Context: an optimization exercise on an open-source flow, tuned for small area and a short achievable clock period. The choices shown serve that exercise and are no tape-out recipe. Function was checked by simulation only, so behaviour that the tests miss may differ from the original. Power and IR drop assume default switching activity.

umber:
// top_systolic_array
module top_systolic_array #(
  parameter int unsigned DATA_WIDTH = 16,
  parameter int unsigned RESET_VAL  = 0,
  parameter int unsigned M_ROWS     = 4,
  parameter int unsigned N_COLS     = 4,
  parameter int unsigned TOTAL_ELEM = M_ROWS * N_COLS
)(
  input  logic clk_i,
  input  logic rst_ni,
  input  logic [M_ROWS*DATA_WIDTH-1:0] array_a_i,
  input  logic [N_COLS*DATA_WIDTH-1:0] array_b_i,
  input  logic feed_a_valid_i,
  input  logic feed_b_valid_i,
  input  logic a_clr_i,
  input  logic b_clr_i,
  input  logic acc_clr_i,
  input  logic start_stream_i,
  input  logic stream_clr_i,
  output logic stream_valid_o,
  output logic [DATA_WIDTH-1:0] stream_data_o
);
==> flow/config.mk <==
export PLATFORM = sky130hd
export DESIGN_NAME = top_systolic_array
export DESIGN_NICKNAME = top_systolic_array
export VERILOG_FILES = /design/flow/design.v
export SDC_FILE = /design/flow/constraint.sdc
export NUM_CORES = 4
export LEC_CHECK = 0
export ABC_CLOCK_PERIOD_IN_PS = 3000
export CAP_MARGIN = 20
export CORE_MARGIN = 2
export CORE_UTILIZATION = 50
export SETUP_SLACK_MARGIN = 4.0
export SLEW_MARGIN = 20
==> flow/constraint.sdc <==
create_clock -name core_clock -period 8.0 [get_ports {clk_i}]
set_input_delay 1.6000 -clock core_clock [delete_from_list [all_inputs] [get_ports {clk_i}]]
set_output_delay 1.6000 -clock core_clock [all_outputs]
set_load 0.01 [all_outputs]
standard.sh (not shown) runs the stock make flow with config.mk's settings and CLKGATE_MAP_FILE= SYNTH_SCRIPT=/design/flow/synth_recipe.tcl, a recipe that flattens the netlist after the stock synthesis.
==> flow/flow/run.sh <==
#!/bin/bash
# Layout flow: the standard ORFS flow with two changes.
#  1. After the standard synthesis, flow/polarity.py re-phases the full-adder
#     cells (a full adder is self-dual) so fewer inverters are needed between
#     them. Registers and every other cell are kept as synthesised.
#  2. Ports are buffered with a plain buffer (buf_4) instead of the delay
#     cell buffer_ports picks by default.
# Each tool's output goes to a log file of its own in this folder.
set -euo pipefail
R=orfs/results/sky130hd/top_systolic_array/base
EXTRA=("BUFFER_PORTS_ARGS=-buffer_cell sky130_fd_sc_hd__buf_4")
if [[ -f flow/extra.txt ]]; then
  while read -r l; do [[ -n "$l" ]] && EXTRA+=("$l"); done < flow/extra.txt
fi
export BUFFER_PORTS_ARGS="-buffer_cell sky130_fd_sc_hd__buf_4"
bash standard.sh "${EXTRA[@]}" synth > make_synth.log 2>&1
cp $R/1_2_yosys.v 1_2_yosys.standard.v
python3 flow/polarity.py 1_2_yosys.standard.v $R/1_2_yosys.v > polarity.log 2>&1
touch $R/1_2_yosys.v
bash standard.sh "${EXTRA[@]}" finish > make_finish.log 2>&1
==> flow/flow/polarity.py <==
#!/usr/bin/env python3
"""Re-phase full adders in a mapped sky130 netlist to remove inverters.

A full adder is self-dual: FA(~a,~b,~c) = (~sum, ~cout). Flipping the phase of
an adder cell inverts what it needs on its inputs and what it drives on its
outputs, without changing the cell. This script picks a phase per sky130 fa_*
cell (greedy local search) to minimise the number of inverters needed, then
rebuilds the inverter trees it touched. Registers and all other cells are left
as they are. Usage: polarity.py IN.v OUT.v
"""
import re, sys, random

OUTS = {'X', 'Y', 'Q', 'Q_N', 'SUM', 'COUT', 'HI', 'LO'}
src = open(sys.argv[1]).read()

inst_re = re.compile(r'^(\s*)(sky130_fd_sc_hd__\w+)\s+(\S+)\s*\((.*?)\n\s*\);\n', re.S | re.M)
pin_re = re.compile(r'\.(\w+)\((.*?)\)\s*(?:,|$)', re.M)

cells = []
for m in inst_re.finditer(src):
    typ, name, body = m.group(2), m.group(3), m.group(4)
    pins = [(p, n.strip()) for p, n in pin_re.findall(body)]
    cells.append(dict(typ=typ, name=name, pins=pins, span=m.span(), indent=m.group(1)))

# module ports
hdr = src[:src.index(');')]
ports = set()
for m in re.finditer(r'^\s*(input|output|inout)\s+(?:wire\s+)?(\[[^\]]*\]\s*)?(\S+?)\s*;', src, re.M):
    ports.add(m.group(3))
def base(n):
    n = n.strip()
    if n.startswith('\\'):
        b = n.split(' ')[0]
    else:
        b = n
    return re.sub(r'\[\d+\]$', '', b) if not n.startswith('\\') else b.rstrip()

def is_port(n):
    b = n.strip()
    if b.startswith('\\'):
        return b.split(' ')[0] in ports or b in ports
    return re.sub(r'\s*\[\d+\]$', '', b) in ports

driver = {}
loads = {}
for ci, c in enumerate(cells):
    for p, n in c['pins']:
        if not n or n.startswith("1'") or n.startswith('{'):
            continue
        if p in OUTS:
            driver[n] = (ci, p)
        else:
            loads.setdefault(n, []).append((ci, p))

def is_inv(ci):
    return re.match(r'sky130_fd_sc_hd__(clk)?inv_\d+$', cells[ci]['typ']) is not None
def is_fa(ci):
    return re.match(r'sky130_fd_sc_hd__fa_\d+$', cells[ci]['typ']) is not None

# roots: nets not driven by an inverter
def pinnet(ci, p):
    for q, n in cells[ci]['pins']:
        if q == p:
            return n
roots = {}
for n in set(list(driver) + list(loads)):
    d = driver.get(n)
    if d is not None and is_inv(d[0]):
        continue
    # walk the inverter tree
    cons = []  # (ci, pin, polarity)
    invs = []
    nets = [n]
    stack = [(n, 0)]
    bad = is_port(n)
    while stack:
        m, q = stack.pop()
        for ci, p in loads.get(m, []):
            if is_inv(ci):
                invs.append(ci)
                y = pinnet(ci, 'Y')
                nets.append(y)
                if is_port(y):
                    bad = True
                stack.append((y, q ^ 1))
            else:
                cons.append((ci, p, q))
    roots[n] = dict(cons=cons, invs=invs, nets=nets, bad=bad,
                    src=d[0] if d is not None else None)

fas = [ci for ci in range(len(cells)) if is_fa(ci)]
x = {ci: 0 for ci in fas}
fixed = set()
for r, R in roots.items():
    if R['bad'] or R['src'] is None:
        for ci, p, q in R['cons']:
            if ci in x:
                fixed.add(ci)
        if R['src'] in x:
            fixed.add(R['src'])

def need(R, ci, q):
    xs = x.get(R['src'], 0) if R['src'] is not None else 0
    return q ^ xs ^ x.get(ci, 0)

def cost(R):
    if not R['cons']:
        return 0
    return 1 if any(need(R, ci, q) for ci, p, q in R['cons']) else 0

fa_roots = {ci: set() for ci in fas}
for r, R in roots.items():
    if R['src'] in x:
        fa_roots[R['src']].add(r)
    for ci, p, q in R['cons']:
        if ci in x:
            fa_roots[ci].add(r)

total0 = sum(cost(R) for R in roots.values())
orig_inv = sum(len(R['invs']) for R in roots.values())
random.seed(1)
import math
order = [f for f in fas if f not in fixed]
cur = total0
best = cur
bestx = dict(x)
T = 2.0
steps = 400 * max(1, len(order))
for step in range(steps):
    f = order[random.randrange(len(order))]
    rs = fa_roots[f]
    before = sum(cost(roots[r]) for r in rs)
    x[f] ^= 1
    after = sum(cost(roots[r]) for r in rs)
    d = after - before
    if d <= 0 or random.random() < math.exp(-d / T):
        cur += d
        if cur < best:
            best = cur
            bestx = dict(x)
    else:
        x[f] ^= 1
    T = max(0.02, 2.0 * (1 - step / steps))
x = bestx
total1 = sum(cost(R) for R in roots.values())
sys.stderr.write(f"fa={len(fas)} fixed={len(fixed)} flipped={sum(x.values())} "
                 f"inverters: original {orig_inv}, needed before {total0}, after {total1}\n")

# rebuild: for every root touching an FA, drop its inverters and reconnect.
edits = {}      # ci -> {pin: newnet}
remove = set()
newcells = []
newwires = []
k = 0
for r, R in roots.items():
    touches = (R['src'] in x) or any(ci in x for ci, p, q in R['cons'])
    if not touches or R['bad'] or not R['cons']:
        continue
    inv_net = None
    for ci in R['invs']:
        remove.add(ci)
    for ci, p, q in R['cons']:
        if need(R, ci, q):
            if inv_net is None:
                k += 1
                inv_net = f"_pol_net_{k}_"
                newwires.append(inv_net)
                newcells.append((f"_pol_inv_{k}_", r, inv_net))
            edits.setdefault(ci, {})[p] = inv_net
        else:
            edits.setdefault(ci, {})[p] = r

def esc(n):
    return n + ' ' if n.startswith('\\') else n

out = []
pos = 0
for ci, c in enumerate(cells):
    s, e = c['span']
    out.append(src[pos:s])
    pos = e
    if ci in remove:
        continue
    pins = c['pins']
    ed = edits.get(ci, {})
    body = ",\n".join(f"{c['indent']}  .{p}({esc(ed.get(p, n))})" for p, n in pins)
    out.append(f"{c['indent']}{c['typ']} {c['name']} (\n{body}\n{c['indent']});\n")
rest = src[pos:]
i = rest.rindex('endmodule')
add = "".join(f"  wire {w};\n" for w in newwires)
add += "".join(f"  sky130_fd_sc_hd__inv_1 {n} (\n    .A({esc(a)}),\n    .Y({y})\n  );\n" for n, a, y in newcells)
out.append(rest[:i] + add + rest[i:])
open(sys.argv[2], 'w').write("".join(out))
sys.stderr.write(f"removed {len(remove)} inverters, added {len(newcells)}\n")
Modified inputs, fjord compared to umber
- ABC_CLOCK_PERIOD_IN_PS removed (was 3000)
==> flow/flow/extra.txt (new file) <==
MATCH_CELL_FOOTPRINT=0
Results
Taking umber as the reference, in fjord hold slack moved up, met3 wire length moved down, post-route cell area level, total of fill cells in the finished design level, sequential share of layout area level.
Changes observed in fjord relative to umber: clock buffer instance count of the final layout now sits higher, worst setup slack went up, final worst-path cycle share has decreased, core area essentially unchanged.
Changes observed in fjord relative to umber: number of diodes added for antenna fixing increased 2; sequential cell fraction of total power picked up an extra 0.2 points.
The inputs of raven differ from those of fjord as listed below.
- SETUP_SLACK_MARGIN changed from 4.0 to 3.5
--- a/flow/flow/polarity.py
+++ b/flow/flow/polarity.py
@@ -122 +121,0 @@
-import math
@@ -124,18 +123,6 @@
-cur = total0
-best = cur
-bestx = dict(x)
-T = 2.0
-steps = 400 * max(1, len(order))
-for step in range(steps):
-    f = order[random.randrange(len(order))]
-    rs = fa_roots[f]
-    before = sum(cost(roots[r]) for r in rs)
-    x[f] ^= 1
-    after = sum(cost(roots[r]) for r in rs)
-    d = after - before
-    if d <= 0 or random.random() < math.exp(-d / T):
-        cur += d
-        if cur < best:
-            best = cur
-            bestx = dict(x)
-    else:
+for it in range(30):
+    improved = 0
+    random.shuffle(order)
+    for f in order:
+        rs = fa_roots[f]
+        before = sum(cost(roots[r]) for r in rs)
@@ -143,2 +130,7 @@
-    T = max(0.02, 2.0 * (1 - step / steps))
-x = bestx
+        after = sum(cost(roots[r]) for r in rs)
+        if after < before or (after == before and random.random() < 0.3):
+            improved += before - after
+        else:
+            x[f] ^= 1
+    if improved == 0 and it > 5:
+        break
removed: flow/flow/extra.txt
Notes after the runs:
Relative to fjord, worst-case hold slack has decreased by 51 ps in raven.
Compared with fjord, in raven fraction of the core area covered by cells at the end of the flow has decreased; net switching power figure shows a reduction of 3.3%; power -about 3.3%; count of non-CTS inverters in the layout has increased; detailed-route wire length decreased about 0.5%.

port drivers added, routing unchanged:
In the flow no input, the clock included, has a driving cell. The finished layouts below were timed again as built, in two steps.
Step 1 sets driving cells, clkbuf_16 on the clock port and buf_2 on the other inputs (assumed; they add their load-dependent delay and slew).
Step 2 times the ports against the registers' clock, not the clock port: input delays grow and output delays shrink by t, the midpoint of the rising clock arrivals with the driver on.
Slacks: ideal / step 1 / step 2; pairs: ideal / step 1.
run | t (ns) | setup WS [ns] | hold WS [ns] | worst slew at a driven data input, ns
umber | 0.853 | 3.475 / 3.520 / 2.666 | 0.454 / 0.454 / 0.454 | 0.21
fjord | 0.847 | 3.498 / 3.535 / 2.688 | 0.494 / 0.494 / 0.494 | 0.14
raven | 0.849 | 3.433 / 3.482 / 2.633 | 0.443 / 0.443 / 0.443 | 0.08
After both steps every run listed still meets setup and hold. For fjord, which loses most, drivers alone change the setup slack by +0.037 ns; drivers and shift together by -0.810 ns.
